This design comes from an exercise in tuning for small area, a short achievable clock period and few clock cycles per item on the open sky130 flow, not from production work. Only simulation tests tie the RTL to the original design; equivalence was not proved. Power figures rest on the tool's default switching activity, not on a simulated workload.

File: flow/config.mk
export PLATFORM = sky130hd
export DESIGN_NAME = action_config
export DESIGN_NICKNAME = action_config
export VERILOG_FILES = /design/flow/design.v
export SDC_FILE = /design/flow/constraint.sdc
export NUM_CORES = 4
export LEC_CHECK = 0
export CAP_MARGIN = 20
export CORE_MARGIN = 2
export CORE_UTILIZATION = 50
export PLACE_DENSITY = 0.75
export SETUP_SLACK_MARGIN = 2.0
export SLEW_MARGIN = 60
export TNS_END_PERCENT = 0
File: flow/constraint.sdc
create_clock -name core_clock -period 4.0 [get_ports {clk}]
set_input_delay 0.8000 -clock core_clock [delete_from_list [all_inputs] [get_ports {clk}]]
set_output_delay 0.8000 -clock core_clock [all_outputs]
set_load 0.01 [all_outputs]
File: flow/design.v
`timescale 1ns/1ps
module action_config
#(parameter
    C_S_AXI_ADDR_WIDTH = 16,
    C_S_AXI_DATA_WIDTH = 32
)(
    input                                   clk                   ,
    input                                   resetn                 ,
    input  wire [C_S_AXI_ADDR_WIDTH-1:0]   s_axi_AWADDR,
    input  wire                            s_axi_AWVALID,
    output wire                            s_axi_AWREADY,
    input  wire [C_S_AXI_DATA_WIDTH-1:0]   s_axi_WDATA,
    input  wire [C_S_AXI_DATA_WIDTH/8-1:0] s_axi_WSTRB,
    input  wire                            s_axi_WVALID,
    output wire                            s_axi_WREADY,
    output wire [1:0]                      s_axi_BRESP,
    output wire                            s_axi_BVALID,
    input  wire                            s_axi_BREADY,
    input  wire [C_S_AXI_ADDR_WIDTH-1:0]   s_axi_ARADDR,
    input  wire                            s_axi_ARVALID,
    output wire                            s_axi_ARREADY,
    output wire [C_S_AXI_DATA_WIDTH-1:0]   s_axi_RDATA,
    output wire [1:0]                      s_axi_RRESP,
    output wire                            s_axi_RVALID,
    input  wire                            s_axi_RREADY,
    output reg [31:0]                      data_collection_mode     ,
    output reg [47:0]                      fpga_mac_addr            ,
    output reg [31:0]                      fpga_ipv4_addr           ,
    output reg [31:0]                      one_over_energy          ,
    output reg [31:0]                      frames_per_trigger       ,
    output reg [7:0]                       nmodules                 ,
    output reg [3:0]                       nstorage_cells           ,
    output reg                             data_collection_start    ,
    output reg                             data_collection_cancel   ,
    input                                  data_collection_idle     ,
    input                                  qsfpdd_modprs            ,
    input [6:0]                            hbm_temperature          ,
    input                                  hbm_temp_trip            ,
    input                                  apb_complete_0           ,
    input                                  pede2gain_data_fifo_empty  ,
    input                                  pede2gain_data_fifo_full   ,
    input                                  pede2gain_addr_fifo_empty  ,
    input                                  pede2gain_addr_fifo_full   ,
    input                                  udp_fifo_empty             ,
    input                                  udp_fifo_full              ,
    input                                  host_mem_data_fifo_empty   ,
    input                                  host_mem_data_fifo_full    ,
    input                                  host_mem_cmd_fifo_empty    ,
    input                                  host_mem_cmd_fifo_full     ,
    input                                  work_req_fifo_empty        ,
    input                                  work_req_fifo_full         ,
    input                                  work_compl_fifo_empty      ,
    input                                  work_compl_fifo_full       ,
    input                                  last_data_fifo_empty       ,
    input                                  last_data_fifo_full        ,
    input                                  last_addr_fifo_empty       ,
    input                                  last_addr_fifo_full        ,
    input                                  mailbox_interrupt_0        ,
    input                                  mailbox_interrupt_1        ,
    input [63:0]                           stalls_hbm                 ,
    input [63:0]                           stalls_host                ,
    input                                  stalls_hbm_valid           ,
    input                                  stalls_host_valid          ,
    input [63:0]                           packets_processed          ,
    input                                  packets_processed_valid    ,
    input [63:0]                           packets_eth                ,
    input                                  packets_eth_valid          ,
    input [63:0]                           packets_icmp               ,
    input                                  packets_icmp_valid         ,
    input [63:0]                           packets_udp                ,
    input                                  packets_udp_valid          ,
    input [3:0]                            host_writer_err       ,
    input                                  host_writer_err_valid ,
    input                                  eth_stat_rx_status         ,
    input                                  eth_stat_rx_aligned        ,
    input                                  eth_busy                   ,
    input                                  eth_stat_rx_packet_bad_fcs ,
    input                                  mm2s_error                 ,
    input                                  s2mm_error                 ,
    output                                 qsfp_led_busy                ,
    output                                 qsfp_led_conn
);
    reg        rvalid;
    reg [31:0] rdata;
    reg [1:0]  bcnt;           
    reg        idle_r;
    reg        rst_d;          
    reg        st1, st2n, al1, al2, fcs1, fcs2, fcs_ever, busy1, busy2n;
    reg [6:0]  temp_r, maxtemp;
    reg        trip_r, trip_ever, modprs_r;
    reg [17:0] fifo_r;
    reg [3:0]  hwerr;
    reg [63:0] c_shost, c_shbm, c_pproc, c_peth, c_picmp, c_pudp;
    reg        v_shost, v_shbm, v_pproc, v_peth, v_picmp, v_pudp;
    wire wr_ok = (bcnt != 2'd3);
    assign s_axi_AWREADY = wr_ok & s_axi_WVALID;
    assign s_axi_WREADY  = wr_ok & s_axi_AWVALID;
    assign s_axi_BVALID  = (bcnt != 2'd0);
    assign s_axi_BRESP   = 2'b00;
    wire wr = s_axi_AWVALID & s_axi_WVALID & wr_ok;
    wire b_hs = s_axi_BVALID & s_axi_BREADY;
    always @(posedge clk) begin
        if (!resetn)
            bcnt <= 2'd0;
        else
            bcnt <= bcnt + {1'b0, wr} - {1'b0, b_hs};
    end
    wire aw_hi0 = (s_axi_AWADDR[15:7] == 9'd0) && (s_axi_AWADDR[1:0] == 2'd0);
    wire w_ap   = wr && aw_hi0 && (s_axi_AWADDR[6:2] == 5'd0);
    wire w_cfg  = wr && aw_hi0 && (s_axi_AWADDR[6:5] == 2'b11) && idle_r;
    wire [2:0] w_idx = s_axi_AWADDR[4:2];
    wire [31:0] wd = s_axi_WDATA & {32{resetn}};
    wire [7:0]  w_sel = {8{w_cfg}} & (8'd1 << w_idx);
    wire [3:0] be_maclo  = ({4{w_sel[0]}} & s_axi_WSTRB) | {4{~resetn}};
    wire [3:0] be_machi  = ({4{w_sel[1]}} & s_axi_WSTRB) | {4{~resetn}};
    wire [3:0] be_ipv4   = ({4{w_sel[2]}} & s_axi_WSTRB) | {4{~resetn}};
    wire [3:0] be_nmod   = ({4{w_sel[3]}} & s_axi_WSTRB) | {4{~resetn}};
    wire [3:0] be_mode   = ({4{w_sel[4]}} & s_axi_WSTRB) | {4{~resetn}};
    wire [3:0] be_energy = ({4{w_sel[5]}} & s_axi_WSTRB) | {4{~resetn}};
    wire [3:0] be_frames = ({4{w_sel[6]}} & s_axi_WSTRB) | {4{~resetn}};
    wire [3:0] be_nsc    = ({4{w_sel[7]}} & s_axi_WSTRB) | {4{~resetn}};
    integer i;
    always @(posedge clk) begin
        for (i = 0; i < 4; i = i + 1) begin
            if (be_maclo[i])  fpga_mac_addr[8*i +: 8]    <= wd[8*i +: 8];
            if (be_ipv4[i])   fpga_ipv4_addr[8*i +: 8]   <= wd[8*i +: 8];
            if (be_mode[i])   data_collection_mode[8*i +: 8] <= wd[8*i +: 8];
            if (be_energy[i]) one_over_energy[8*i +: 8]  <= wd[8*i +: 8];
            if (be_frames[i]) frames_per_trigger[8*i +: 8] <= wd[8*i +: 8];
        end
        for (i = 0; i < 2; i = i + 1)
            if (be_machi[i])  fpga_mac_addr[32+8*i +: 8] <= wd[8*i +: 8];
        if (be_nmod[0]) nmodules       <= wd[7:0];
        if (be_nsc[0])  nstorage_cells <= wd[3:0];
    end
    always @(posedge clk) begin
        if (!resetn)
            data_collection_start <= 1'b0;
        else if (!idle_r)
            data_collection_start <= 1'b0;
        else if (w_ap && s_axi_WSTRB[0] && s_axi_WDATA[0])
            data_collection_start <= 1'b1;
    end
    always @(posedge clk) begin
        if (!resetn)
            data_collection_cancel <= 1'b0;
        else if (w_ap && s_axi_WSTRB[0])
            data_collection_cancel <= s_axi_WDATA[2];
    end
    assign s_axi_ARREADY = ~rvalid | s_axi_RREADY;
    assign s_axi_RVALID  = rvalid;
    assign s_axi_RDATA   = rdata;
    assign s_axi_RRESP   = 2'b00;
    always @(posedge clk) begin
        if (!resetn)
            rvalid <= 1'b0;
        else if (s_axi_ARREADY)
            rvalid <= s_axi_ARVALID;
    end
    wire [31:0] ap_ctrl = {4'd0, hwerr, 5'd0,
                           ~(modprs_r & rst_d), mailbox_interrupt_1, mailbox_interrupt_0,
                           fcs_ever, apb_complete_0, trip_ever, trip_r,
                           s2mm_error, mm2s_error, al2, ~st2n,
                           5'd0, data_collection_cancel, idle_r, data_collection_start};
    wire [31:0] w [0:31];
    assign w[0]  = ap_ctrl;
    assign w[1]  = 32'd0;
    assign w[2]  = 32'd0;
    assign w[3]  = 32'd0;
    assign w[4]  = 32'h52324158;
    assign w[5]  = 32'd0;
    assign w[6]  = {25'd0, temp_r};
    assign w[7]  = {25'd0, maxtemp};
    assign w[8]  = 32'd8;
    assign w[9]  = 32'd1;
    assign w[10] = c_shost[31:0]  & {32{v_shost}};
    assign w[11] = c_shost[63:32] & {32{v_shost}};
    assign w[12] = c_shbm[31:0]   & {32{v_shbm}};
    assign w[13] = c_shbm[63:32]  & {32{v_shbm}};
    assign w[14] = {12'd0, fifo_r[17:4], 2'd0, fifo_r[3:0]} & {32{rst_d}};
    assign w[15] = 32'd0;
    assign w[16] = c_pproc[31:0]  & {32{v_pproc}};
    assign w[17] = c_pproc[63:32] & {32{v_pproc}};
    assign w[18] = c_peth[31:0]   & {32{v_peth}};
    assign w[19] = c_peth[63:32]  & {32{v_peth}};
    assign w[20] = c_picmp[31:0]  & {32{v_picmp}};
    assign w[21] = c_picmp[63:32] & {32{v_picmp}};
    assign w[22] = c_pudp[31:0]   & {32{v_pudp}};
    assign w[23] = c_pudp[63:32]  & {32{v_pudp}};
    assign w[24] = fpga_mac_addr[31:0];
    assign w[25] = {16'd0, fpga_mac_addr[47:32]};
    assign w[26] = fpga_ipv4_addr;
    assign w[27] = {24'd0, nmodules};
    assign w[28] = data_collection_mode;
    assign w[29] = one_over_energy;
    assign w[30] = frames_per_trigger;
    assign w[31] = {28'd0, nstorage_cells};
    wire [1:0] alo = s_axi_ARADDR[3:2];
    wire [2:0] ahi = s_axi_ARADDR[6:4];
    wire [31:0] g [0:7];
    genvar gi;
    generate
        for (gi = 0; gi < 8; gi = gi + 1) begin : grp
            assign g[gi] = w[4*gi + alo];
        end
    endgenerate
    wire [31:0] rmux = ((s_axi_ARADDR[15:7] == 9'd0) && (s_axi_ARADDR[1:0] == 2'd0)) ? g[ahi] : 32'd0;
    always @(posedge clk) begin
        if (s_axi_ARREADY)
            rdata <= rmux;
    end
    always @(posedge clk) begin
        st1    <= eth_stat_rx_status;
        st2n   <= ~st1;
        al1    <= eth_stat_rx_aligned;
        al2    <= al1;
        fcs1   <= eth_stat_rx_packet_bad_fcs;
        fcs2   <= fcs1;
        busy1  <= eth_busy;
        busy2n <= ~busy1;
        temp_r <= hbm_temperature;
        trip_r <= hbm_temp_trip;
        rst_d  <= resetn;
        modprs_r <= qsfpdd_modprs;
        fifo_r <= {last_addr_fifo_full, last_addr_fifo_empty,
                   last_data_fifo_full, last_data_fifo_empty,
                   work_compl_fifo_full, work_compl_fifo_empty,
                   work_req_fifo_full, work_req_fifo_empty,
                   host_mem_cmd_fifo_full, host_mem_cmd_fifo_empty,
                   host_mem_data_fifo_full, host_mem_data_fifo_empty,
                   udp_fifo_full, udp_fifo_empty,
                   pede2gain_addr_fifo_full, pede2gain_addr_fifo_empty,
                   pede2gain_data_fifo_full, pede2gain_data_fifo_empty};
    end
    assign qsfp_led_conn = st2n;
    assign qsfp_led_busy = busy2n;
    always @(posedge clk) begin
        if (!resetn) begin
            idle_r    <= 1'b1;
            trip_ever <= 1'b0;
            fcs_ever  <= 1'b0;
            maxtemp   <= 7'd0;
            hwerr     <= 4'd0;
        end else begin
            idle_r <= data_collection_idle;
            if (hbm_temp_trip) trip_ever <= 1'b1;
            if (fcs2) fcs_ever <= 1'b1;
            if (temp_r > maxtemp) maxtemp <= temp_r;
            if (host_writer_err_valid) hwerr <= host_writer_err;
        end
    end
    always @(posedge clk) begin
        if (stalls_host_valid)       c_shost <= stalls_host;
        if (stalls_hbm_valid)        c_shbm  <= stalls_hbm;
        if (packets_processed_valid) c_pproc <= packets_processed;
        if (packets_eth_valid)       c_peth  <= packets_eth;
        if (packets_icmp_valid)      c_picmp <= packets_icmp;
        if (packets_udp_valid)       c_pudp  <= packets_udp;
    end
    always @(posedge clk) begin
        if (!resetn) begin
            v_shost <= 1'b0; v_shbm <= 1'b0; v_pproc <= 1'b0;
            v_peth  <= 1'b0; v_picmp <= 1'b0; v_pudp <= 1'b0;
        end else begin
            if (stalls_host_valid)       v_shost <= 1'b1;
            if (stalls_hbm_valid)        v_shbm  <= 1'b1;
            if (packets_processed_valid) v_pproc <= 1'b1;
            if (packets_eth_valid)       v_peth  <= 1'b1;
            if (packets_icmp_valid)      v_picmp <= 1'b1;
            if (packets_udp_valid)       v_pudp  <= 1'b1;
        end
    end
endmodule
File: flow/flow/run.sh
#!/bin/bash
# Standard ORFS flow, with small port buffers, large clock sink clusters and no CTS dummy loads.
set -e
export BUFFER_PORTS_ARGS="-buffer_cell sky130_fd_sc_hd__buf_1"
export CTS_ARGS="-sink_clustering_enable -repair_clock_nets -dont_use_dummy_load -sink_clustering_size 25 -sink_clustering_max_diameter 80"
bash standard.sh > standard.log 2>&1
File: flow/standard.sh
#!/bin/bash
# synth_recipe.tcl (not shown) runs the flow's synth.tcl, then flattens the netlist and writes it again
# the make line also repeats each setting of config.mk as NAME=value (left out here)
make -C /OpenROAD-flow-scripts/flow DESIGN_CONFIG=/design/flow/config.mk WORK_HOME=/design/flow/orfs CLKGATE_MAP_FILE= SYNTH_SCRIPT=/design/flow/synth_recipe.tcl "${@:-finish}"
==> reports/metrics.cfg, run 1 <==
[floorplan]
core_mm2 = 0.05141
start_util_pct = 50.73
die_area_mm2 = 0.05400
ioPinCount = 740
core.rowCount = 83
die_x_um = 232.4
die_y_um = 232.4

[placed_design]
gp_congestion = 0.9711
dp_hpwl_um = 69500
dpl.cell_count = 3003
portBuffers = 735

[detailed_routing]
num_vias = 18780
drt-pass1-iter-count = 6
route.detailed.drc = 0
ant_nets = 0
wl_per_cell_um = 30.55
vias_per_cell = 6.011
drtIter0Drc = 2036
wl_um = 95430

[sta]
hold_viol_final = 0
slew_headroom_pct = 57.37
layout_min_cycle_time_ns = 2.149
max_slew.worst_pin.slew_ns = 0.6328
final-max-slew-violation-count = 0
min_period_over_period_pct = 53.72
fmax_mhz = 465.4
fin_skew_ns = 0.05940
setup_violations = 0
tns_ns = 0
rsz0062_at_grt = yes

[layout]
fill_cells = 3860
area_delta_synth_final_pct = 23.33
layout-drive-gt1-share_pct = 11.06
final_cells = 3124
layout.nets = 2941

[critical_path]
reg2reg_slack_ns = 1.85
endpoint_kind = register
worstSetupStartpointType = register
worstPathMaxFanout = 8
r2r-end = fpga_mac_addr[0]$_DFFE_PP_
r2r_cells = 8
arrival_ns = 2.43
critical_path_required_ns = 4.28
worstSetupPathType = register to register
worstReg2RegStart = bcnt[1]$_SDFF_PN0_

[synthesis]
synth_top_area_cell = edfxtp_1
synthTopCellsByArea = edfxtp_1 70%, mux2i_1 8.9%, dfxtp_1 4.7%
netlist_area_mm2 = 0.02608
synth_top_area_share_pct = 69.56
yosys_register_bits = 665
yosysWarnings = 1
synth_ff_type = edfxtp_1
synth_commonest_cells = 604 x edfxtp_1, 233 x mux2i_1, 101 x nand2_1
synthArstFlopShare_pct = 0
yosysMostFrequentCell = edfxtp_1
seq_area_frac_synth_pct = 74.24
synth_enable_flop_cells = 604
synth_area_per_cell_um2 = 15.90
synthCells = 1640
synthDistinctLibCells = 57

[power]
intPower_uw = 10520
power_frac_seq_pct = 60.3
p_leak_uw = 0.01129
swShare_pct = 24.58
clkPwrFrac_pct = 27.5
vdd_drop_max_uv = 458.1
p_per_area_mw_per_mm2 = 433.6
p_sw_uw = 3427
comb_power_share_pct = 12.2

[clocking]
clkSinkCount = 665
clkTransAtPathRegs_ns = 0.09
clk_latency_ns = 0.59
cts_made_buffers = 38
clock-root-buffer = clkbuf_16
cts_tree = built
clk_path_buf_depth = 3
htreeDepth = 2

[grt]
grt_pass1_vias = 18060
grt_max_degree = 68
grt-ovfl-total = 0
grt_pass1_wl_um = 127500
gr-usage-all-layers_pct = 33.76
antenna_found_initial = 19

[min_path]
worst_hold_path.endpoint = st1$_DFF_P_
whs_path_depth = 1
hold_path_class = input port to register
hp-start = eth_stat_rx_status

[status]
outcome = timing/DRC/antenna clean

[run]
maxCapViolCount = 0

[final cells by class]
cell class | instances | area [um2] | share of cell area [%]
Sequential cell | 665 | 19360 | 60.20
Multi-Input combinational cell | 855 | 6624 | 20.60
Timing Repair Buffer | 843 | 4238 | 13.18
Clock buffer | 38 | 950.9 | 2.957
Tap cell | 680 | 850.8 | 2.646
Inverter | 22 | 82.58 | 0.2568
Antenna cell | 21 | 52.55 | 0.1634
[state kept, by name (all words and copies together) (netlist names), 8 cells and up]
register / cells
c_peth: 64
c_picmp: 64
c_pproc: 64
c_pudp: 64
c_shbm: 64
c_shost: 64
fpga_mac_addr: 48
data_collection_mode: 32
fpga_ipv4_addr: 32
frames_per_trigger: 32
one_over_energy: 32
rdata: 32
fifo_r: 18
nmodules: 8
[how the worst max path moves through the flow]
stage / start / endpoint / slack [ns] / cells past startpoint
finish: bcnt[1]$_SDFF_PN0_ / fpga_mac_addr[0]$_DFFE_PP_ / 1.85 / 8
global route: bcnt[0]$_SDFF_PN0_ / fpga_mac_addr[0]$_DFFE_PP_ / 1.77 / 8
CTS: s_axi_ARADDR[2] / rdata[3]$_SDFFCE_PN0P_ / 1.84 / 6
detailed placement: s_axi_ARADDR[2] / rdata[25]$_SDFFCE_PN0P_ / 0.60 / 8
global placement: s_axi_ARADDR[2] / rdata[25]$_SDFFCE_PN0P_ / 0.47 / 8
floorplan: s_axi_AWADDR[8] / fpga_ipv4_addr[0]$_DFFE_PP_ / 1.57 / 5
[metal layers]
| metal | GRT usage, % | vias to the layer above | part of all wire, % |
|---|---|---|---|
| li1 | - | 7898 | - |
| met1 | 43.44 | 9351 | 36 |
| met2 | 56.20 | 1297 | 49 |
| met3 | 5.944 | 226 | 9.4 |
| met4 | 15.22 | 6 | 4.9 |
| met5 | 0 | - | 0.040 |
[worst max-delay path, stage by stage, from the launching register on]
cell     delay, ns
dfxtp_2       0.34
nand2_1       0.11
and3_4        0.21
inv_1         0.10
nor4_4        0.40
buf_4         0.20
nand2_4       0.13
o21ai_4       0.21
buf_12        0.16
[repair_timing]
item,in CTS,in global routing
pin swaps,10,17
gates resized for setup,86,48
hold buffers,0,0
setup endpoints to repair,253,289
setup buffers,17,34
cloned,6,4
[cell usage in the layout (no fill, tap or decap), types with 10 or more instances in the layout]
master and n:
and2_1 37, o21ai_0 44, o21ai_4 11, buf_4 66, o21a_1 10, buf_12 22, buf_1 721, inv_1 21
a31oi_1 15, nor2_1 43, a22oi_2 11, o21ai_1 19, nor3_1 16, clkbuf_16 42, nand3_1 14, diode_2 21
mux2i_1 228, dfxtp_1 58, a22oi_1 24, a21oi_1 50, edfxtp_1 604, mux4_2 11, nand2_1 96, o22ai_1 75
[stage by stage]
step           instance area (um2)  worst slack (ns)  power [uW]  utilization, %  hold slack, ns
4_1_cts                      31440             1.844       13870           61.16          0.2638
5_1_grt                      32140             1.766       14330           62.53          0.2709
6_report                     32160             1.851       13940           62.56          0.2919
2_1_floorplan                26130             1.566        9190               -          0.3096
3_5_place_dp                 29710            0.6021       10040           57.79          0.3239
3_3_place_gp                 29630            0.4672        9987           57.64          0.3142
[kinds of logic after synthesis]
logic type / Yosys count / synth area share [%]
and+or+nand+nor: 269 / 4.966
AOI/OAI and AO/OA: 325 / 7.836
other: 1 / 0.01438
muxes: 245 / 9.937
DFF: 665 / 74.24
buffers and inverters: 124 / 2.509
xor gates and xnor gates: 2 / 0.06719
adders and majority gates: 9 / 0.4318
[power groups by stage]
stage	clock network, uW	registers, uW	logic (uW)
finish	3840	8410	1690
global route	4090	8450	1780
CTS	3870	8400	1600
detailed placement	0	8550	1490
global placement	0	8540	1450
floorplan	0	8550	641
Testbench counts, summed over its fixed seeds: cycles 2,995, transactions 4,800.
==> run 2: changes to the inputs <==
--- a/flow/config.mk
+++ b/flow/config.mk
@@ -8,7 +8,6 @@
 export CAP_MARGIN = 20
 export CORE_MARGIN = 2
 export CORE_UTILIZATION = 50
-export PLACE_DENSITY = 0.75
 export SETUP_SLACK_MARGIN = 2.0
 export SLEW_MARGIN = 60
 export TNS_END_PERCENT = 0
==> reports/metrics.cfg, run 2 <==
[sta]
layout_min_cycle_time_ns = 2.190
final-max-slew-violation-count = 0
setup_violations = 0
slew_headroom_pct = 59.18
min_period_over_period_pct = 54.76
fin_skew_ns = 0.04366
rsz0062_at_grt = yes
hold_viol_final = 0
max_slew.worst_pin.slew_ns = 0.6059
fmax_mhz = 456.5
tns_ns = 0

[critical_path]
crit_path_start = s_axi_ARADDR[2]
max_stage_delay_ns = 0.38
worstSetupPathType = input port to register
worstSetupStartpointType = input port
r2r_cells = 6
arrival_ns = 2.48
slowest_stage = mux2i_1
critical_path_required_ns = 4.29
reg2reg_slack_ns = 1.83
worstReg2RegStart = idle_r$_SDFF_PN1_
r2r-end = fpga_ipv4_addr[15]$_DFFE_PP_
endpoint = rdata[31]$_SDFFCE_PN0P_
worstPathMaxFanout = 32
crit_chain = clkbuf_16 -> and2_4 -> buf_4 -> mux2i_1 -> o22ai_2 -> nor3_1 -> nor2_1
endpoint_kind = register

[detailed_routing]
wl_um = 96650
drt-pass1-iter-count = 5
wl_per_cell_um = 31.18
route.detailed.drc = 0
drtIter0Drc = 1960
num_vias = 18270
ant_nets = 0
vias_per_cell = 5.893

[placed_design]
gp_congestion = 0.9367
dpl_cell_area_mm2 = 0.02973
dpl.cell_count = 3003
dp_hpwl_um = 72780
portBuffers = 735

[clocking]
clk_path_buf_depth = 3
clkTransAtPathRegs_ns = 0.09
cts_tree = built
clk_latency_ns = 0.58
clkSinkCount = 665
htreeDepth = 2
clock-root-buffer = clkbuf_16
cts_hold_buf = 0
cts_made_buffers = 37

[grt]
global_route.usage.met3_pct = 8.591
grt_util_met2_pct = 59.06
met1_usage_pct = 42.88
grt-ovfl-total = 0
grt_pass1_wl_um = 130300
grt_busiest_layer = met2
antenna_found_initial = 30
gr-usage-all-layers_pct = 34.72
grt_max_degree = 90
grt_pass1_vias = 18140

[layout]
final_cells = 3100
layout-drive-gt1-share_pct = 9.383
final_area_mm2 = 0.03177
area_delta_synth_final_pct = 21.85
layout_commonest_cell = buf_1
layout_common_cells = 721 x buf_1, 604 x edfxtp_1, 232 x mux2i_1, 97 x nand2_1, 78 x o22ai_1
layout.nets = 2916

[synthesis]
yosys_register_bits = 665
synth_area_per_cell_um2 = 15.90
synth_enable_flop_cells = 604
synthTopCellsByArea = edfxtp_1 70%, mux2i_1 8.9%, dfxtp_1 4.7%
synth_top_area_share_pct = 69.56
synth_top_area_cell = edfxtp_1
netlist_area_mm2 = 0.02608
synthCells = 1640
synthArstFlopShare_pct = 0
synth_ff_type = edfxtp_1
seq_area_frac_synth_pct = 74.24
yosysWarnings = 1
yosysMostFrequentCell = edfxtp_1
synthDistinctLibCells = 57
synth_commonest_cells = 604 x edfxtp_1, 233 x mux2i_1, 101 x nand2_1

[power]
p_per_area_mw_per_mm2 = 435.0
clkPwrFrac_pct = 27.3
swShare_pct = 24.49
p_sw_uw = 3386
vdd_drop_max_uv = 495.8
power_frac_seq_pct = 60.8
comb_power_share_pct = 11.9
p_leak_uw = 0.01110
intPower_uw = 10440

[status]
outcome = timing/DRC/antenna clean

[floorplan]
die_x_um = 232.4
die_area_mm2 = 0.05400
ioPinCount = 740
core_mm2 = 0.05141
core.rowCount = 83
start_util_pct = 50.73
die_y_um = 232.4

[run]
maxCapViolCount = 0

[min_path]
hold_path_class = input port to register
hp-start = eth_stat_rx_status

[run 2: area by class of cell]
| type | count | area [um2] |
|---|---|---|
| well taps | 680 | 850.8 |
| inverters | 22 | 82.58 |
| multi-input cells | 857 | 6575 |
| clock buffers | 37 | 925.9 |
| diodes | 22 | 55.05 |
| fillers | 4094 | 19630 |
| repair buffers | 817 | 3925 |
| flip-flops and latches | 665 | 19360 |
[run 2: how the worst min path moves through the flow]
stage | endpoint | slack (ns) | cells past startpoint
after floorplan | al2$_DFF_P_ | 0.31 | 0
after global placement | al2$_DFF_P_ | 0.31 | 0
after detailed placement | al2$_DFF_P_ | 0.32 | 0
after CTS | fifo_r[12]$_DFF_P_ | 0.28 | 1
after global routing | fifo_r[12]$_DFF_P_ | 0.30 | 1
final | st1$_DFF_P_ | 0.31 | 1
[run 2: logic make-up after synthesis]
group / share of synthesized area (%)
and+or+nand+nor: 4.966
DFF: 74.24
muxes: 9.937
xor gates and xnor gates: 0.06719
AOI/OAI and AO/OA: 7.836
adders and majority gates: 0.4318
other: 0.01438
buffers and inverters: 2.509
[run 2: power by group through the flow]
stage	combinational, uW	clock [uW]	sequential (uW)
after floorplan	641	0	8550
after global placement	1480	0	8540
after detailed placement	1500	0	8550
after CTS	1600	3810	8400
after global routing	1740	4040	8450
final	1640	3780	8400
[run 2: metal layers]
metal | part of all wire (%) | vias up
met5 | 0.13 | -
met4 | 3.5 | 20
met3 | 9.1 | 155
met2 | 51 | 946
met1 | 37 | 9290
li1 | - | 7857
[run 2: timing repair]
action | CTS | global route
endpoints found under the setup margin | 238 | 277
pin swaps | 12 | 18
cloned | 5 | 3
setup buffers | 21 | 7
resized for setup | 85 | 24
[run 2: worst max-delay path, delay by kind of cell]
family | cells | cell delay (ns)
and+or+nand+nor | 3 | 0.53
AOI/OAI and AO/OA | 1 | 0.19
muxes | 1 | 0.38
buffers and inverters | 2 | 0.55
[run 2: stage by stage]
step	hold slack (ns)	utilization (%)	power (uW)	setup WS (ns)
2_1_floorplan	0.3096	-	9190	1.566
3_3_place_gp	0.3140	57.63	10020	0.5505
3_5_place_dp	0.3168	57.84	10060	0.6702
4_1_cts	0.2831	61.01	13810	1.857
5_1_grt	0.2991	61.78	14230	1.744
6_report	0.3067	61.81	13820	1.810
==> run 3: changes to the inputs <==
==> flow/flow/run.sh (replaced) <==
#!/bin/bash
# Standard ORFS flow, with small port buffers, large clock sink clusters and no CTS dummy loads.
set -e
export BUFFER_PORTS_ARGS="-buffer_cell sky130_fd_sc_hd__buf_1"
export CTS_ARGS="-sink_clustering_enable -repair_clock_nets -dont_use_dummy_load -sink_clustering_size 16 -sink_clustering_max_diameter 60 -root_buf sky130_fd_sc_hd__clkbuf_16 -buf_list sky130_fd_sc_hd__clkbuf_8"
bash standard.sh > standard.log 2>&1
--- a/flow/config.mk
+++ b/flow/config.mk
@@ -8,6 +8,7 @@
 export CAP_MARGIN = 20
 export CORE_MARGIN = 2
 export CORE_UTILIZATION = 50
+export PLACE_DENSITY = 0.75
 export SETUP_SLACK_MARGIN = 2.0
 export SLEW_MARGIN = 60
 export TNS_END_PERCENT = 0
==> reports/metrics.cfg, run 3 <==
[status]
outcome = timing/DRC/antenna clean

[sta]
setup_violations = 0
layout_min_cycle_time_ns = 2.159
fin_skew_ns = 0.07679
fmax_mhz = 463.1
setup_ws_ns = 1.841
tns_ns = 0
min_period_over_period_pct = 53.98
final-max-slew-violation-count = 0
rsz0062_at_grt = yes
max_slew.worst_pin.slew_ns = 0.5834
hold_viol_final = 0
slew_headroom_pct = 60.69

[placed_design]
portBuffers = 735
dpl.cell_count = 3003
post-place-ws_ns = 0.6021
dp_hpwl_um = 69500
gp_congestion = 0.9711
dpl_cell_area_mm2 = 0.02971

[floorplan]
ioPinCount = 740
die_y_um = 232.4
core.rowCount = 83
start_util_pct = 50.73
die_area_mm2 = 0.05400
die_x_um = 232.4
core_mm2 = 0.05141

[synthesis]
yosysWarnings = 1
synth_commonest_cells = 604 x edfxtp_1, 233 x mux2i_1, 101 x nand2_1
synth_compound_area_share_pct = 7.836
synthCells = 1640
netlist_area_mm2 = 0.02608
synthDistinctLibCells = 57
synth_ff_type = edfxtp_1
synthTopCellsByArea = edfxtp_1 70%, mux2i_1 8.9%, dfxtp_1 4.7%
synth_top_family_by_area = multiplexers
synth_top_area_cell = edfxtp_1
synthArstFlopShare_pct = 0
yosys_register_bits = 665
synth_area_per_cell_um2 = 15.90
yosysMostFrequentCell = edfxtp_1
seq_area_frac_synth_pct = 74.24
synthMuxAreaShare_pct = 9.937
synth-simple-area-share_pct = 4.966
synth_enable_flop_cells = 604
synth_top_area_share_pct = 69.56
synthXorXnorAreaFrac_pct = 0.06718
synthAdderAreaFrac_pct = 0.4318

[detailed_routing]
route.detailed.drc = 0
drt-pass1-iter-count = 6
wl_per_cell_um = 30.51
vias_per_cell = 6.021
num_vias = 19000
wl_um = 96260
ant_nets = 0
drtIter0Drc = 1871

[critical_path]
path_buf_inv = 3
max_stage_delay_ns = 0.49
worstPathMaxFanout = 8
worstSetupStartpointType = register
path_depth = 7
path_delay_family = simple AND/OR/NAND/NOR gates
endpoint_kind = register
cp_common_cell = buf_4
crit_chain = nand3_1 -> nor4_4 -> buf_4 -> nand3b_1 -> buf_4 -> o21ai_4 -> buf_12
slowest_stage = dfxtp_1
r2r_cells = 7
critical_path_required_ns = 4.32
arrival_ns = 2.48
worstSetupPathType = register to register

[min_path]
whs_path_depth = 1
hold_path_class = input port to register

[layout]
final_area_mm2 = 0.03222
layout_commonest_cell = buf_1
area_delta_synth_final_pct = 23.56
layout-drive-gt1-share_pct = 12.66
layout.nets = 2975
layout_common_cells = 719 x buf_1, 604 x edfxtp_1, 226 x mux2i_1, 96 x nand2_1, 79 x buf_4
final_cells = 3155

[grt]
grt_max_degree = 68
antenna_found_initial = 18
grt_pass1_wl_um = 127500
grt_pass1_vias = 18220
grt-ovfl-total = 0
gr-usage-all-layers_pct = 33.80

[clocking]
cts_tree = built
clkSinkCount = 665
cts_made_buffers = 54
clock-root-buffer = clkbuf_16
clk_path_buf_depth = 3
clkTransAtPathRegs_ns = 0.11
cts_hold_buf = 0
htreeDepth = 2
clk_latency_ns = 0.60

[power]
p_per_area_mw_per_mm2 = 422.5
totalPowerFinal_uw = 13610
p_leak_uw = 0.01134
vdd_drop_max_uv = 316.5

[run]
maxCapViolCount = 0

run 3: cells by family after synthesis:
| logic type | count (synthesis) |
|---|---|
| xor+xnor | 2 |
| other cells | 1 |
| buf+inv | 124 |
| compound gates | 325 |
| flops | 665 |
| fa+ha+maj | 9 |
| simple gates | 269 |
| mux | 245 |
run 3: worst reg2reg max path, stage by stage, from the launching register on:
cell,delay (ns)
dfxtp_1,0.49
nand3_1,0.25
nor4_4,0.37
buf_4,0.18
nand3b_1,0.10
buf_4,0.19
o21ai_4,0.17
buf_12,0.15
run 3: what timing repair did:
item | in CTS | in global routing
gates cloned | 7 | 5
buffers inserted | 15 | 51
resized for setup | 85 | 69
pin swaps | 7 | 25
setup endpoints to repair | 256 | 303
run 3: layout make-up:
cell class | instances | area [um2]
antenna | 18 | 45.04
clock buffer | 54 | 799.5
fill | 3842 | 19180
inverter | 22 | 85.08
multi-input combinational | 856 | 6688
sequential | 665 | 19360
tap | 680 | 850.8
timing repair buffer | 860 | 4389
run 3: report_power, final:
group / internal (uW) / leakage, uW / total (uW) / switching, uW
clock: 1330 / 0.000414 / 3480 / 2150
sequential: 8160 / 0.00645 / 8410 / 249
combinational: 674 / 0.00447 / 1720 / 1050
run 3: per-layer routing:
| layer | global-route usage, % | routed length [um] |
|---|---|---|
| met1 | 42.90 | 34820 |
| met2 | 55.65 | 46810 |
| met3 | 7.083 | 9532 |
| met4 | 16.11 | 5067 |
| met5 | 0 | 34 |
run 3: final timing paths:
path,from,slack [ns],to
setup / recovery,idle_r$_SDFF_PN1_,1.84,fpga_mac_addr[43]$_DFFE_PP_
hold / removal,work_compl_fifo_empty,0.29,fifo_r[12]$_DFF_P_
setup reg to reg,idle_r$_SDFF_PN1_,1.84,fpga_mac_addr[43]$_DFFE_PP_
hold reg to reg,fcs1$_DFF_P_,0.34,fcs2$_DFF_P_
run 3: through the flow:
step                utilization (%)  hold slack [ns]
floorplan                         -           0.3096
global placement              57.64           0.3142
detailed placement            57.79           0.3239
CTS                           60.74           0.2608
global route                  62.66           0.2641
finish                        62.68           0.2857
==> run 4: changes to the inputs <==
--- a/flow/design.v
+++ b/flow/design.v
@@ -92,22 +92,29 @@
     reg [3:0]  hwerr;
     reg [63:0] c_shost, c_shbm, c_pproc, c_peth, c_picmp, c_pudp;
     reg        v_shost, v_shbm, v_pproc, v_peth, v_picmp, v_pudp;
-    wire wr_ok = (bcnt != 2'd3);
+    reg  wok_r, cok_r;
+    wire wr_ok = wok_r;
     assign s_axi_AWREADY = wr_ok & s_axi_WVALID;
     assign s_axi_WREADY  = wr_ok & s_axi_AWVALID;
     assign s_axi_BVALID  = (bcnt != 2'd0);
     assign s_axi_BRESP   = 2'b00;
     wire wr = s_axi_AWVALID & s_axi_WVALID & wr_ok;
     wire b_hs = s_axi_BVALID & s_axi_BREADY;
-    always @(posedge clk) begin
-        if (!resetn)
-            bcnt <= 2'd0;
-        else
-            bcnt <= bcnt + {1'b0, wr} - {1'b0, b_hs};
+    wire [1:0] n_bcnt = bcnt + {1'b0, wr} - {1'b0, b_hs};
+    always @(posedge clk) begin
+        if (!resetn) begin
+            bcnt  <= 2'd0;
+            wok_r <= 1'b1;
+            cok_r <= 1'b1;
+        end else begin
+            bcnt  <= n_bcnt;
+            wok_r <= (n_bcnt != 2'd3);
+            cok_r <= (n_bcnt != 2'd3) & data_collection_idle;
+        end
     end
     wire aw_hi0 = (s_axi_AWADDR[15:7] == 9'd0) && (s_axi_AWADDR[1:0] == 2'd0);
     wire w_ap   = wr && aw_hi0 && (s_axi_AWADDR[6:2] == 5'd0);
-    wire w_cfg  = wr && aw_hi0 && (s_axi_AWADDR[6:5] == 2'b11) && idle_r;
+    wire w_cfg  = s_axi_AWVALID && s_axi_WVALID && cok_r && aw_hi0 && (s_axi_AWADDR[6:5] == 2'b11);
     wire [2:0] w_idx = s_axi_AWADDR[4:2];
     wire [31:0] wd = s_axi_WDATA & {32{resetn}};
     wire [7:0]  w_sel = {8{w_cfg}} & (8'd1 << w_idx);
==> reports/metrics.cfg, run 4 <==
[floorplan]
die_x_um = 233.6
core_mm2 = 0.05234
start_util_pct = 50.38
die_y_um = 233.6
core.rowCount = 84
die_area_mm2 = 0.05459
ioPinCount = 740

[synthesis]
synthDistinctLibCells = 75
netlist_area_mm2 = 0.02637
seq_area_frac_synth_pct = 73.57
synthCells = 1618
yosysWarnings = 1
synthArstFlopShare_pct = 0
synthTopCellsByArea = edfxtp_1 69%, mux2i_1 8.7%, dfxtp_1 4.8%
yosys_register_bits = 667
synth_commonest_cells = 604 x edfxtp_1, 230 x mux2i_1, 143 x nand2_1
yosysMostFrequentCell = edfxtp_1
synth_top_area_cell = edfxtp_1
synth_top_area_share_pct = 68.78
synth_ff_type = edfxtp_1
synth_enable_flop_cells = 604
synth_area_per_cell_um2 = 16.30

[sta]
max_slew.worst_pin.slew_ns = 0.6045
setup_ws_ns = 1.908
fin_skew_ns = 0.05497
tns_ns = 0
slew_headroom_pct = 59.70
setup_violations = 0
min_period_over_period_pct = 52.29
rsz0062_at_grt = yes
layout_min_cycle_time_ns = 2.092
final-max-slew-violation-count = 0
hold_viol_final = 0
fmax_mhz = 478.1

[layout]
layout-drive-gt1-share_pct = 11.20
layout.nets = 2902
final_area_mm2 = 0.03164
fin_util_pct = 60.46
layout_commonest_cell = buf_1
layout_common_cells = 719 x buf_1, 604 x edfxtp_1, 220 x mux2i_1, 118 x nand2_1, 72 x o22ai_1
area_delta_synth_final_pct = 20.00

[power]
totalPowerFinal_uw = 13600
vdd_drop_max_uv = 307.0
p_leak_uw = 0.01094
p_per_area_mw_per_mm2 = 429.7

[grt]
grt_max_degree = 48
grt_pass1_vias = 18390
antenna_found_initial = 18
grt-ovfl-total = 0
gr-usage-all-layers_pct = 36.54
grt_pass1_wl_um = 137000

[placed_design]
portBuffers = 735
dpl_cell_area_mm2 = 0.02996
gp_congestion = 0.9625
dp_hpwl_um = 78210
post-place-ws_ns = 0.7014

[critical_path]
r2r-end = maxtemp[6]$_SDFFE_PN0N_
worstSetupPathType = register to output port
critical_path_required_ns = 3.20
path_delay_family = flip-flops
max_stage_delay_ns = 0.48
r2r_cells = 7
worstSetupStartpointType = register
path_buf_inv = 1
worstPathMaxFanout = 2
arrival_ns = 1.29
worstReg2RegStart = maxtemp[1]$_SDFFE_PN0N_
endpoint_kind = output port
reg2reg_slack_ns = 1.98
slowest_stage = edfxtp_1
crit_chain = buf_1

[run]
maxCapViolCount = 0

[min_path]
whs_path_depth = 1
worst_hold_path.endpoint = busy1$_DFF_P_
hold_path_class = input port to register
hp-start = eth_busy

[clocking]
clk_latency_ns = 0.59
clkTransAtPathRegs_ns = 0.10
clkSinkCount = 667
clock-root-buffer = clkbuf_16
cts_tree = built
htreeDepth = 2
clk_path_buf_depth = 3
cts_made_buffers = 51

[detailed_routing]
num_vias = 18940
drtIter0Drc = 2193
wl_um = 102800
route.detailed.drc = 0
wl_per_cell_um = 33.28
vias_per_cell = 6.132
ant_nets = 0
drt-pass1-iter-count = 5

[status]
outcome = timing/DRC/antenna clean

==> run 4: cell types whose count changed after synthesis, sizes merged, moves of 7 or more <==
cell,delta
nor3,-7
a22oi,+8
a21bo,-8
o2bb2ai,+24
nand2,+42
a22o,+15
a21oi,-24
nor2,-25
clkbuf,-17
buf,+13
inv,-7
o21ai,-52
o221ai,-9
==> run 4: worst max path at each step <==
stage | endpoint | depth (start not counted) | slack, ns | start
finish | fpga_ipv4_addr[2] | 1 | 1.91 | fpga_ipv4_addr[2]$_DFFE_PP_
global route | frames_per_trigger[1]$_DFFE_PP_ | 7 | 1.86 | s_axi_AWADDR[8]
CTS | rdata[2]$_SDFFCE_PN0P_ | 7 | 1.87 | s_axi_ARADDR[5]
detailed placement | rdata[18]$_SDFFCE_PN0P_ | 6 | 0.70 | s_axi_ARADDR[2]
global placement | rdata[30]$_SDFFCE_PN0P_ | 7 | 0.57 | s_axi_ARADDR[2]
floorplan | frames_per_trigger[24]$_DFFE_PP_ | 5 | 1.75 | s_axi_AWADDR[8]
==> run 4: cell type report <==
| type | instances | area [um2] |
|---|---|---|
| diodes | 17 | 42.54 |
| clock buffers | 51 | 758.2 |
| fillers | 4043 | 20700 |
| inverters | 15 | 56.30 |
| multi-input cells | 843 | 6802 |
| flip-flops and latches | 667 | 19400 |
| well taps | 688 | 860.8 |
| repair buffers | 808 | 3720 |
==> run 4: where the power goes <==
| group | switching [uW] | internal, uW |
|---|---|---|
| clock network | 2130 | 1260 |
| registers | 283 | 8190 |
| logic | 1100 | 627 |
| total | 3520 | 10100 |
==> run 4: cells by family after synthesis <==
logic type                 after synthesis  share of synthesized area, %
other                                    1                       0.01422
xor gates and xnor gates                 2                       0.06644
muxes                                  246                         9.926
and+or+nand+nor                        288                         5.490
adders and majority gates                9                        0.4271
buffers and inverters                  113                         2.714
AOI/OAI and AO/OA                      292                         7.796
DFF                                    667                         73.57
==> run 4: stage by stage <==
stage | hold WS, ns | std cells
after CTS | 0.2815 | 3059
after detailed placement | 0.3306 | 2985
after global placement | 0.3402 | 2983
after floorplan | 0.3096 | 1621
final | 0.3033 | 3089
after global routing | 0.2928 | 3080
==> run 4: layer usage <==
metal,GRT usage [%],up-vias,part of all wire (%)
li1,-,7848,-
met1,47.21,9553,37
met2,60.49,1309,49
met3,8.386,219,11
met4,13.41,12,3.9
met5,0,-,0.074
==> run 4: repair_timing <==
item / 4_1_cts / 5_1_grt
endpoints found under the setup margin: 304 / 324
buffers inserted: 17 / 9
resized for setup: 55 / 43
hold buffers: 0 / 0
gates cloned: 6 / 4
pin swaps: 5 / 3
Testbench counts of run 4, summed over its fixed seeds: cycles 2,995, transactions 4,800.
==> run 5: changes to the inputs <==
--- a/flow/config.mk
+++ b/flow/config.mk
@@ -8,7 +8,7 @@
 export CAP_MARGIN = 20
 export CORE_MARGIN = 2
 export CORE_UTILIZATION = 50
-export PLACE_DENSITY = 0.75
+export PLACE_DENSITY = 0.7
 export SETUP_SLACK_MARGIN = 2.0
 export SLEW_MARGIN = 60
 export TNS_END_PERCENT = 0
==> reports/metrics.cfg, run 5 <==
[grt]
grt-ovfl-total = 0
antenna_found_initial = 16
grt_pass1_vias = 17960
grt_max_degree = 66
gr-usage-all-layers_pct = 36.41
grt_pass1_wl_um = 135900

[floorplan]
core_mm2 = 0.05234
die_area_mm2 = 0.05459
ioPinCount = 740
core.rowCount = 84
start_util_pct = 50.38
die_x_um = 233.6
die_y_um = 233.6

[clocking]
cts_tree = built
clk_path_buf_depth = 3
htreeDepth = 2
cts_made_buffers = 52
clkSinkCount = 667
clkTransAtPathRegs_ns = 0.10
clock-root-buffer = clkbuf_16
clk_latency_ns = 0.59

[placed_design]
portBuffers = 735
gp_congestion = 0.9503
dp_hpwl_um = 77490

[detailed_routing]
ant_nets = 0
route.detailed.drc = 0
drt-pass1-iter-count = 5
wl_um = 103100
num_vias = 18780
vias_per_cell = 6.089
drtIter0Drc = 2042
wl_per_cell_um = 33.41

[synthesis]
synth_enable_flop_cells = 604
synth_top_area_cell = edfxtp_1
synth_top_area_share_pct = 68.78
synthDistinctLibCells = 75
yosysWarnings = 1
seq_area_frac_synth_pct = 73.57
synth_commonest_cells = 604 x edfxtp_1, 230 x mux2i_1, 143 x nand2_1
yosys_register_bits = 667
synthCells = 1618
netlist_area_mm2 = 0.02637
synthArstFlopShare_pct = 0
synthTopCellsByArea = edfxtp_1 69%, mux2i_1 8.7%, dfxtp_1 4.8%
synth_area_per_cell_um2 = 16.30
yosysMostFrequentCell = edfxtp_1
synth_ff_type = edfxtp_1

[critical_path]
endpoint_kind = register
max_stage_delay_ns = 0.37
worstPathMaxFanout = 13
path_buf_inv = 3
path_delay_family = buffers and inverters
crit_path_start = s_axi_ARADDR[2]
arrival_ns = 2.48
worstSetupStartpointType = input port
critical_path_required_ns = 4.32
crit_chain = clkbuf_16 -> buf_16 -> bufbuf_16 -> mux2i_1 -> o22ai_1 -> a22oi_1 -> a31oi_1
worstReg2RegStart = maxtemp[1]$_SDFFE_PN0N_
slowest_stage = mux2i_1
worstSetupPathType = input port to register

[sta]
hold_viol_final = 0
fin_skew_ns = 0.04450
min_period_over_period_pct = 54.08
setup_violations = 0
rsz0062_at_grt = yes
fmax_mhz = 462.2
max_slew.worst_pin.slew_ns = 0.6166
layout_min_cycle_time_ns = 2.163
holdWs_ns = 0.3084
tns_ns = 0
slew_headroom_pct = 58.46
final-max-slew-violation-count = 0

[run]
maxCapViolCount = 0

[layout]
area_delta_synth_final_pct = 20.10
layout.nets = 2895
layout_common_cells = 718 x buf_1, 604 x edfxtp_1, 221 x mux2i_1, 119 x nand2_1, 73 x o22ai_1
layout-drive-gt1-share_pct = 10.60
fin_util_pct = 60.51
layout_commonest_cell = buf_1

[power]
p_leak_uw = 0.01096
p_per_area_mw_per_mm2 = 430.8
vdd_drop_max_uv = 300.8

[min_path]
hp-start = hbm_temperature[6]
hold_path_class = input port to register

[status]
outcome = timing/DRC/antenna clean

==> run 5: cell counts after synthesis <==
No cell type changed its count.
==> run 5: report_power, final <==
part	switching [uW]	total [uW]	internal [uW]
clock network	2170	3460	1290
registers	286	8470	8190
logic	1090	1710	626
==> run 5: worst paths after layout <==
kind                                                 to  slack, ns  cells after the start
worst min register to register              al2$_DFF_P_       0.34                      0
worst max register to register  maxtemp[4]$_SDFFE_PN0N_       1.92                      7
worst max-delay path            rdata[22]$_SDFFCE_PN0P_       1.84                      7
worst min-delay path                  temp_r[6]$_DFF_P_       0.31                      1
==> run 5: area by class of cell <==
class	instances	area, um2
inverters	15	56.30
fillers	4115	20670
clock buffers	52	772.0
multi-input cells	843	6721
well taps	688	860.8
diodes	19	47.55
flip-flops and latches	667	19400
repair buffers	800	3810
==> run 5: metal layers <==
| metal | global-route usage [%] | up-vias | wire length [um] |
|---|---|---|---|
| met5 | 0 | - | 27 |
| met3 | 8.081 | 196 | 10460 |
| li1 | - | 7834 | - |
| met4 | 13.31 | 4 | 4115 |
| met1 | 46.78 | 9465 | 38010 |
| met2 | 60.79 | 1278 | 50440 |
==> run 5: kinds of logic (layout without fill, tap and decap cells) <==
family | count (synthesis) | in the layout | share of synthesized area, %
and+or+nand+nor | 288 | 290 | 5.490
buffers and inverters | 113 | 867 | 2.714
DFF | 667 | 667 | 73.57
adders and majority gates | 9 | 9 | 0.4271
other | 1 | 23 | 0.01422
xor gates and xnor gates | 2 | 2 | 0.06644
muxes | 246 | 246 | 9.926
AOI/OAI and AO/OA | 292 | 292 | 7.796
==> run 5: timing repair <==
| action | CTS | global route |
|---|---|---|
| resized for setup | 74 | 19 |
| endpoints found under the setup margin | 306 | 331 |
| hold buffers | 0 | 0 |
| cloned | 8 | 3 |
| buffers inserted | 17 | 0 |
| endpoints found under the hold margin | 0 | 0 |
| pin swaps | 10 | 2 |
==> run 5: metrics by stage <==
| step | instance area [um2] | power (uW) | worst slack (ns) | std cells |
|---|---|---|---|---|
| final | 31670 | 13640 | 1.837 | 3084 |
| after global routing | 31650 | 13990 | 1.774 | 3075 |
| after CTS | 31430 | 13610 | 1.907 | 3060 |
| after detailed placement | 29920 | 10180 | 0.7830 | 2983 |
| after global placement | 29750 | 10140 | 0.5215 | 2978 |
| after floorplan | 26490 | 9253 | 1.751 | 1621 |
==> run 5: worst reg2reg max path, cell delays in order, from the launching register on <==
cell and delay, ns:
dfxtp_1 0.39, inv_1 0.06, ha_1 0.32, nand2b_1 0.08
a21oi_2 0.32, o21bai_1 0.14, and3_1 0.29, a221o_1 0.33
==> run 6: changes to the inputs <==
--- a/flow/config.mk
+++ b/flow/config.mk
@@ -7,8 +7,8 @@
 export LEC_CHECK = 0
 export CAP_MARGIN = 20
 export CORE_MARGIN = 2
-export CORE_UTILIZATION = 50
-export PLACE_DENSITY = 0.7
+export CORE_UTILIZATION = 55
+export PLACE_DENSITY = 0.75
 export SETUP_SLACK_MARGIN = 2.0
 export SLEW_MARGIN = 60
 export TNS_END_PERCENT = 0
==> reports/metrics.cfg, run 6 <==
[critical_path]
max_stage_delay_ns = 0.32
worstSetupPathType = input port to register
critical_path_required_ns = 4.31
reg2reg_slack_ns = 1.89
slowest_stage = buf_4
endpoint_kind = register
crit_chain = buf_2 -> and4bb_2 -> nand2_4 -> buf_4 -> o22ai_1 -> nor3_4 -> a31oi_1
arrival_ns = 2.44
worstSetupStartpointType = input port
worstPathMaxFanout = 14

[synthesis]
synthTopCellsByArea = edfxtp_1 69%, mux2i_1 8.7%, dfxtp_1 4.8%
synth_area_per_cell_um2 = 16.30
netlist_area_mm2 = 0.02637
synth_top_area_cell = edfxtp_1
synth_ff_type = edfxtp_1
synth_commonest_cells = 604 x edfxtp_1, 230 x mux2i_1, 143 x nand2_1
synthDistinctLibCells = 75
synth_enable_flop_cells = 604
yosysMostFrequentCell = edfxtp_1
yosysWarnings = 1
synthArstFlopShare_pct = 0
seq_area_frac_synth_pct = 73.57
synth_top_area_share_pct = 68.78
yosys_register_bits = 667
synthCells = 1618

[clocking]
cts_made_buffers = 52
htreeDepth = 2
cts_hold_buf = 0
clkTransAtPathRegs_ns = 0.09
clk_path_buf_depth = 3
cts_tree = built
clk_latency_ns = 0.59
clock-root-buffer = clkbuf_16
clkSinkCount = 667

[layout]
layout_common_cells = 719 x buf_1, 604 x edfxtp_1, 227 x mux2i_1, 121 x nand2_1, 75 x o22ai_1
seqCellArea_mm2 = 0.01940
fin_util_pct = 65.94
multiInputGateArea_mm2 = 0.006651
layout.nets = 2896
fill_cells = 3409
layout_commonest_cell = buf_1
layout-drive-gt1-share_pct = 9.966
area_delta_synth_final_pct = 18.89

[sta]
rsz0062_at_grt = yes
setup_violations = 0
tns_ns = 0
fin_skew_ns = 0.05581
slew_headroom_pct = 60.31
min_period_over_period_pct = 53.12
max_slew.worst_pin.slew_ns = 0.5788
fmax_mhz = 470.6
final-max-slew-violation-count = 0
setup_ws_ns = 1.875
layout_min_cycle_time_ns = 2.125
hold_viol_final = 0

[detailed_routing]
drt-pass1-iter-count = 6
num_vias = 18900
wl_per_cell_um = 33.17
drtIter0Drc = 2427
route.detailed.drc = 0
ant_nets = 0
vias_per_cell = 6.288
wl_um = 99710

[floorplan]
core_mm2 = 0.04755
die_x_um = 223.0
core.rowCount = 80
ioPinCount = 740
die_y_um = 223.0
die_area_mm2 = 0.04971
start_util_pct = 55.46

[min_path]
hold_path_class = input port to register

[grt]
grt-ovfl-total = 0
grt_pass1_wl_um = 135400
grt_pass1_vias = 18450
gr-usage-all-layers_pct = 39.15
grt_max_degree = 66
antenna_found_initial = 13

[placed_design]
post-place-ws_ns = 0.7505
gp_congestion = 0.9947
portBuffers = 735
dp_hpwl_um = 75510

[power]
totalPowerFinal_uw = 13580
p_per_area_mw_per_mm2 = 433.1
vdd_drop_max_uv = 367.7
p_leak_uw = 0.01088

[run]
maxCapViolCount = 0

[status]
outcome = timing/DRC/antenna clean

-- run 6: cell families (layout without fill, tap and decap cells) --
logic type / after synthesis / after routing / synth area share, %
multiplexers: 246 / 246 / 9.926
buffers and inverters: 113 / 869 / 2.714
adder cells (fa/ha/maj): 9 / 9 / 0.4271
AO/OA/AOI/OAI: 292 / 292 / 7.796
AND/OR/NAND/NOR: 288 / 289 / 5.490
flip-flops: 667 / 667 / 73.57
other: 1 / 17 / 0.01422
XOR/XNOR: 2 / 2 / 0.06644
-- run 6: what timing repair did --
action | CTS | global route
pin swaps | 5 | 9
setup buffers | 9 | 8
gates cloned | 5 | 2
setup endpoints to repair | 291 | 326
resized for setup | 43 | 30
hold endpoints to repair | 0 | 0
-- run 6: layer usage --
layer	wire (um)	GRT usage (%)
met5	13	0
met3	10370	8.784
met1	36760	51.52
met4	4624	16.30
met2	47940	63.49
-- run 6: area by class of cell --
| type | instances | area share [%] |
|---|---|---|
| sequential | 667 | 61.88 |
| multi-input combinational | 842 | 21.22 |
| timing repair buffer | 802 | 11.70 |
| clock buffer | 52 | 2.462 |
| tap | 615 | 2.454 |
| inverter | 15 | 0.1796 |
| antenna | 13 | 0.1038 |
-- run 6: where the power goes --
part	switching (uW)	internal (uW)
sequential	273	8190
clock	2130	1290
combinational	1090	614
-- run 6: path summary, 6_finish.rpt --
kind | startpoint | to | depth (start not counted)
worst max register to register | temp_r[0]$_DFF_P_ | maxtemp[6]$_SDFFE_PN0N_ | 6
worst min register to register | fcs1$_DFF_P_ | fcs2$_DFF_P_ | 0
worst min-delay path | pede2gain_addr_fifo_full | fifo_r[3]$_DFF_P_ | 1
worst max-delay path | s_axi_ARADDR[4] | rdata[28]$_SDFFCE_PN0P_ | 7
-- run 6: through the flow --
step	area, um2	instances	hold WS [ns]
4_1_cts	31040	2981	0.2772
6_report	31350	3006	0.2977
3_3_place_gp	29720	2913	0.3123
2_1_floorplan	26490	1621	0.3096
5_1_grt	31350	3004	0.2909
3_5_place_dp	29870	2915	0.3198
-- run 6: worst max-delay path, delay by kind of cell --
family / cells / cell delay (ns)
compound gates: 2 / 0.31
simple gates: 3 / 0.75
buf+inv: 2 / 0.55
==> run 7: changes to the inputs <==
--- a/flow/config.mk
+++ b/flow/config.mk
@@ -7,7 +7,7 @@
 export LEC_CHECK = 0
 export CAP_MARGIN = 20
 export CORE_MARGIN = 2
-export CORE_UTILIZATION = 55
+export CORE_UTILIZATION = 45
 export PLACE_DENSITY = 0.75
 export SETUP_SLACK_MARGIN = 2.0
 export SLEW_MARGIN = 60
==> reports/metrics.cfg, run 7 <==
[critical_path]
worstSetupStartpointType = register
worstPathMaxFanout = 1
r2r_cells = 6
endpoint = s_axi_RDATA[21]
path_depth = 1
slowest_stage = edfxtp_1
arrival_ns = 1.34
path_delay_family = flip-flops
crit_path_start = rdata[21]$_SDFFCE_PN0P_
crit_chain = buf_1
critical_path_required_ns = 3.20
reg2reg_slack_ns = 1.93
max_stage_delay_ns = 0.54
path_buf_inv = 1
r2r-end = maxtemp[6]$_SDFFE_PN0N_
endpoint_kind = output port
worstSetupPathType = register to output port
worstReg2RegStart = temp_r[0]$_DFF_P_

[sta]
hold_viol_final = 0
fin_skew_ns = 0.07203
layout_min_cycle_time_ns = 2.138
slew_headroom_pct = 53.67
tns_ns = 0
rsz0062_at_grt = yes
setup_violations = 0
max_slew.worst_pin.slew_ns = 0.6902
min_period_over_period_pct = 53.45
final-max-slew-violation-count = 0
fmax_mhz = 467.7

[synthesis]
netlist_area_mm2 = 0.02637
synthTopCellsByArea = edfxtp_1 69%, mux2i_1 8.7%, dfxtp_1 4.8%
synth_enable_flop_cells = 604
synthArstFlopShare_pct = 0
synth_top_area_cell = edfxtp_1
seq_area_frac_synth_pct = 73.57
synthCells = 1618
synth_top_area_share_pct = 68.78
yosysWarnings = 1
synth_ff_type = edfxtp_1
synth_area_per_cell_um2 = 16.30
yosysMostFrequentCell = edfxtp_1
synth_commonest_cells = 604 x edfxtp_1, 230 x mux2i_1, 143 x nand2_1
synthDistinctLibCells = 75
yosys_register_bits = 667

[layout]
layout-drive-gt1-share_pct = 12.47
layout_commonest_cell = buf_1
layout_common_cells = 717 x buf_1, 604 x edfxtp_1, 217 x mux2i_1, 117 x nand2_1, 74 x o22ai_1
multiInputGateArea_mm2 = 0.006855
layout.nets = 2923
seqCellArea_mm2 = 0.01940
fill_cells = 4739
area_delta_synth_final_pct = 21.62
fin_util_pct = 55.48

[power]
p_leak_uw = 0.01110
vdd_drop_max_uv = 341.8
p_per_area_mw_per_mm2 = 427.3

[clocking]
clkSinkCount = 667
cts_tree = built
clock-root-buffer = clkbuf_16
cts_made_buffers = 53
htreeDepth = 2
clk_path_buf_depth = 3
clk_latency_ns = 0.58
cts_hold_buf = 0
clkTransAtPathRegs_ns = 0.10

[run]
maxCapViolCount = 0

[detailed_routing]
drt-pass1-iter-count = 6
route.detailed.drc = 0
drtIter0Drc = 1932
wl_um = 106300
ant_nets = 0
num_vias = 18790
wl_per_cell_um = 33.44
vias_per_cell = 5.909

[placed_design]
dp_hpwl_um = 81730
gp_congestion = 0.9596
portBuffers = 735

[grt]
grt-ovfl-total = 0
gr-usage-all-layers_pct = 33.55
antenna_found_initial = 4
grt_pass1_vias = 18660
grt_pass1_wl_um = 139800
grt_max_degree = 66

[floorplan]
ioPinCount = 740
core_mm2 = 0.05781
start_util_pct = 45.62
die_y_um = 246.1
die_area_mm2 = 0.06055
die_x_um = 246.1
core.rowCount = 88

[status]
outcome = timing/DRC/antenna clean

[min_path]
hold_path_class = input port to register

run 7: how the worst min path moves through the flow:
stage | start | endpoint | depth (start not counted)
finish | eth_busy | busy1$_DFF_P_ | 1
detailed placement | al1$_DFF_P_ | al2$_DFF_P_ | 0
global placement | al1$_DFF_P_ | al2$_DFF_P_ | 0
global route | hbm_temperature[6] | temp_r[6]$_DFF_P_ | 1
floorplan | al1$_DFF_P_ | al2$_DFF_P_ | 0
CTS | eth_busy | busy1$_DFF_P_ | 1
run 7: metrics by stage:
step	setup slack [ns]	cell area [um2]	power [uW]	hold WS [ns]	cells
2_1_floorplan	1.751	26490	9253	0.3096	1621
3_3_place_gp	0.3611	29940	10180	0.3214	3066
3_5_place_dp	0.6298	30280	10250	0.3153	3076
4_1_cts	1.845	31540	13620	0.2777	3146
5_1_grt	1.836	32050	14060	0.2952	3170
6_report	1.862	32070	13700	0.2995	3179
run 7: layout make-up:
type / instances / area share (%)
timing repair buffer: 828 / 12.45
sequential: 667 / 60.50
clock buffer: 53 / 2.450
tap: 765 / 2.985
multi-input combinational: 842 / 21.38
inverter: 15 / 0.1756
antenna: 9 / 0.07022
run 7: power by group:
group | internal, uW | switching, uW | total, uW
clock network | 1300 | 2150 | 3450
logic | 648 | 1110 | 1760
registers | 8190 | 301 | 8490
run 7: cells by family (layout without fill, tap and decap cells):
kind of cell             Yosys count  in the layout  share of synthesized area (%)
multiplexers                     246            246                          9.926
AO/OA/AOI/OAI                    292            292                          7.796
other                              1             13                        0.01422
buffers and inverters            113            896                          2.714
AND/OR/NAND/NOR                  288            289                          5.490
XOR/XNOR                           2              2                        0.06644
flip-flops                       667            667                          73.57
adder cells (fa/ha/maj)            9              9                         0.4271
run 7: per-layer routing:
metal	part of all wire, %	global-route usage [%]
met5	0.030	0
met4	4.0	11.34
met3	9.9	7.603
met2	50	58.11
met1	36	41.40
run 7: timing repair:
item / 4_1_cts / 5_1_grt
gates resized for setup: 60 / 49
pin swaps: 11 / 21
cloned: 5 / 5
setup buffers: 12 / 18
endpoints found under the setup margin: 320 / 339
==> run 8: changes to the inputs <==
==> flow/flow/run.sh (replaced) <==
#!/bin/bash
# Standard ORFS flow, with small port buffers, large clock sink clusters and no CTS dummy loads.
set -e
export BUFFER_PORTS_ARGS="-buffer_cell sky130_fd_sc_hd__buf_1"
export CTS_ARGS="-sink_clustering_enable -repair_clock_nets -dont_use_dummy_load -sink_clustering_size 25 -sink_clustering_max_diameter 80"
bash standard.sh > standard.log 2>&1
--- a/flow/config.mk
+++ b/flow/config.mk
@@ -7,8 +7,8 @@
 export LEC_CHECK = 0
 export CAP_MARGIN = 20
 export CORE_MARGIN = 2
-export CORE_UTILIZATION = 45
-export PLACE_DENSITY = 0.75
+export CORE_UTILIZATION = 50
+export PLACE_DENSITY = 0.85
 export SETUP_SLACK_MARGIN = 2.0
 export SLEW_MARGIN = 60
 export TNS_END_PERCENT = 0
==> reports/metrics.cfg, run 8 <==
[status]
outcome = timing/DRC/antenna clean

[floorplan]
die_area_mm2 = 0.05459
core_mm2 = 0.05234
ioPinCount = 740
die_y_um = 233.6
die_x_um = 233.6
start_util_pct = 50.38
core.rowCount = 84

[grt]
grt_pass1_wl_um = 138700
antenna_found_initial = 10
grt-ovfl-total = 0
grt_pass1_vias = 18540
gr-usage-all-layers_pct = 36.96
grt_max_degree = 66

[layout]
layout-drive-gt1-share_pct = 11.91
layout_common_cells = 714 x buf_1, 604 x edfxtp_1, 223 x mux2i_1, 118 x nand2_1, 65 x o22ai_1
seqCellArea_mm2 = 0.01940
multiInputGateArea_mm2 = 0.006943
final_cells = 3081
layout.nets = 2903
fill_cells = 3932
area_delta_synth_final_pct = 22.28
layout_commonest_cell = buf_1

[critical_path]
worstSetupStartpointType = input port
crit_path_start = s_axi_ARADDR[3]
worstSetupPathType = input port to register
worstPathMaxFanout = 12
worstReg2RegStart = bcnt[1]$_SDFF_PN0_
critical_path_required_ns = 4.31
endpoint_kind = register
arrival_ns = 2.50

[placed_design]
portBuffers = 735
dpl.cell_count = 2981
post-place-ws_ns = 0.6075
dp_hpwl_um = 78080
gp_congestion = 0.9807

[synthesis]
yosys_register_bits = 667
synth_ff_type = edfxtp_1
netlist_area_mm2 = 0.02637
yosysWarnings = 1
yosysMostFrequentCell = edfxtp_1
synth_top_area_cell = edfxtp_1
synthDistinctLibCells = 75
synth_commonest_cells = 604 x edfxtp_1, 230 x mux2i_1, 143 x nand2_1
seq_area_frac_synth_pct = 73.57
synth_enable_flop_cells = 604
synthArstFlopShare_pct = 0
synthTopCellsByArea = edfxtp_1 69%, mux2i_1 8.7%, dfxtp_1 4.8%
synth_top_area_share_pct = 68.78
synthCells = 1618
synth_area_per_cell_um2 = 16.30

[sta]
layout_min_cycle_time_ns = 2.186
setup_violations = 0
rsz0062_at_grt = yes
min_period_over_period_pct = 54.64
setup_ws_ns = 1.815
tns_ns = 0
fin_skew_ns = 0.07563
final-max-slew-violation-count = 0
fmax_mhz = 457.6
slew_headroom_pct = 58.30
hold_viol_final = 0
max_slew.worst_pin.slew_ns = 0.6190

[min_path]
hp-start = eth_busy
hold_path_class = input port to register

[clocking]
clk_path_buf_depth = 3
clock-root-buffer = clkbuf_16
clkSinkCount = 667
htreeDepth = 2
cts_made_buffers = 38
cts_tree = built
clk_latency_ns = 0.59
cts_hold_buf = 0
clkTransAtPathRegs_ns = 0.09

[detailed_routing]
vias_per_cell = 6.154
wl_um = 103800
wl_per_cell_um = 33.70
ant_nets = 0
route.detailed.drc = 0
drt-pass1-iter-count = 5
num_vias = 18960
drtIter0Drc = 2100

[power]
p_leak_uw = 0.01120
vdd_drop_max_uv = 451.8
p_per_area_mw_per_mm2 = 436.5

[run]
maxCapViolCount = 0

## run 8: cell count changes in the layout (fill, tap and decap cells not counted), moves of 6 or more
cell       delta
o22ai_1       -9
buf_4         -6
mux2i_1       +6
o22ai_2       +9
clkbuf_16    +30
o21ai_0       +6
clkbuf_8     -45
nand2_4       +9
buf_2         -6
nand2_2      -10
## run 8: worst paths after layout
path,endpoint,slack [ns],depth (start not counted)
max reg2reg,cok_r$_SDFF_PN1_,2.00,10
min,busy1$_DFF_P_,0.31,1
min reg2reg,fcs2$_DFF_P_,0.33,0
max,rdata[1]$_SDFFCE_PN0P_,1.81,7
## run 8: layout make-up
type,instances,share of cell area (%)
clock buffer,38,2.949
multi-input combinational,843,21.53
timing repair buffer,822,12.43
tap,688,2.670
inverter,15,0.1746
sequential,667,60.18
antenna,8,0.06209
## run 8: power breakdown
part	internal, uW	switching [uW]
Clock	1700	2130
Sequential	8190	282
Combinational	649	1120
Total	10500	3540
## run 8: repair_timing
action | in CTS | in global routing
gates resized for setup | 62 | 67
setup buffers | 29 | 11
pin swaps | 17 | 17
gates cloned | 10 | 2
endpoints found under the setup margin | 306 | 330
## run 8: metal layers
metal / vias up / part of all wire (%) / global-route usage [%]
li1: 7847 / - / -
met1: 9336 / 35 / 46.26
met2: 1493 / 47 / 59.92
met3: 282 / 11 / 8.435
met4: 2 / 6.6 / 19.90
met5: - / 0.015 / 0
## run 8: metrics by stage
| stage | hold WS (ns) | util, % | total power, uW | area, um2 |
|---|---|---|---|---|
| after floorplan | 0.3096 | - | 9253 | 26490 |
| final | 0.3093 | 61.60 | 14070 | 32240 |
| after detailed placement | 0.3135 | 57.36 | 10200 | 30020 |
| after global routing | 0.3086 | 61.60 | 14420 | 32240 |
| after global placement | 0.3173 | 56.82 | 10110 | 29740 |
| after CTS | 0.2868 | 60.66 | 14000 | 31750 |
## run 8: logic make-up after synthesis
group / count (synthesis) / synth area share [%]
muxes: 246 / 9.926
buffers and inverters: 113 / 2.714
AOI/OAI and AO/OA: 292 / 7.796
and+or+nand+nor: 288 / 5.490
other: 1 / 0.01422
xor gates and xnor gates: 2 / 0.06644
adders and majority gates: 9 / 0.4271
DFF: 667 / 73.57
## run 8: worst max-delay path: stages
cell and delay (ns):
clkbuf_16 0.16, and2_4 0.24, buf_4 0.16, mux2i_1 0.53, o221a_1 0.31, nand3_1 0.08, a22o_1 0.20

what the ideal ports hide:
The results above use ideal ports. As a check the final layouts listed here were re-extracted and re-timed, cells and wires unchanged. Step 1, drivers: a clkbuf_16 drives clk and a buf_2 each remaining input, both assumed. Step 2 times the ports against the registers' clock, not the clock port: input delays grow and output delays shrink by t, the midpoint of the rising clock arrivals with the driver on. Slacks: ideal / step 1 / step 2; pairs: ideal / step 1.
run	shift t [ns]	slack for setup (ns)
run 1	0.625	1.851 / 1.785 / 1.160
run 2	0.625	1.810 / 1.786 / 1.161
run 3	0.619	1.841 / 1.752 / 1.132
run 4	0.623	1.908 / 1.788 / 1.165
run 5	0.629	1.837 / 1.783 / 1.153
run 6	0.625	1.875 / 1.694 / 1.069
run 7	0.618	1.862 / 1.762 / 1.144
run 8	0.619	1.815 / 1.618 / 0.999
After both steps setup and hold are still met in every run listed.
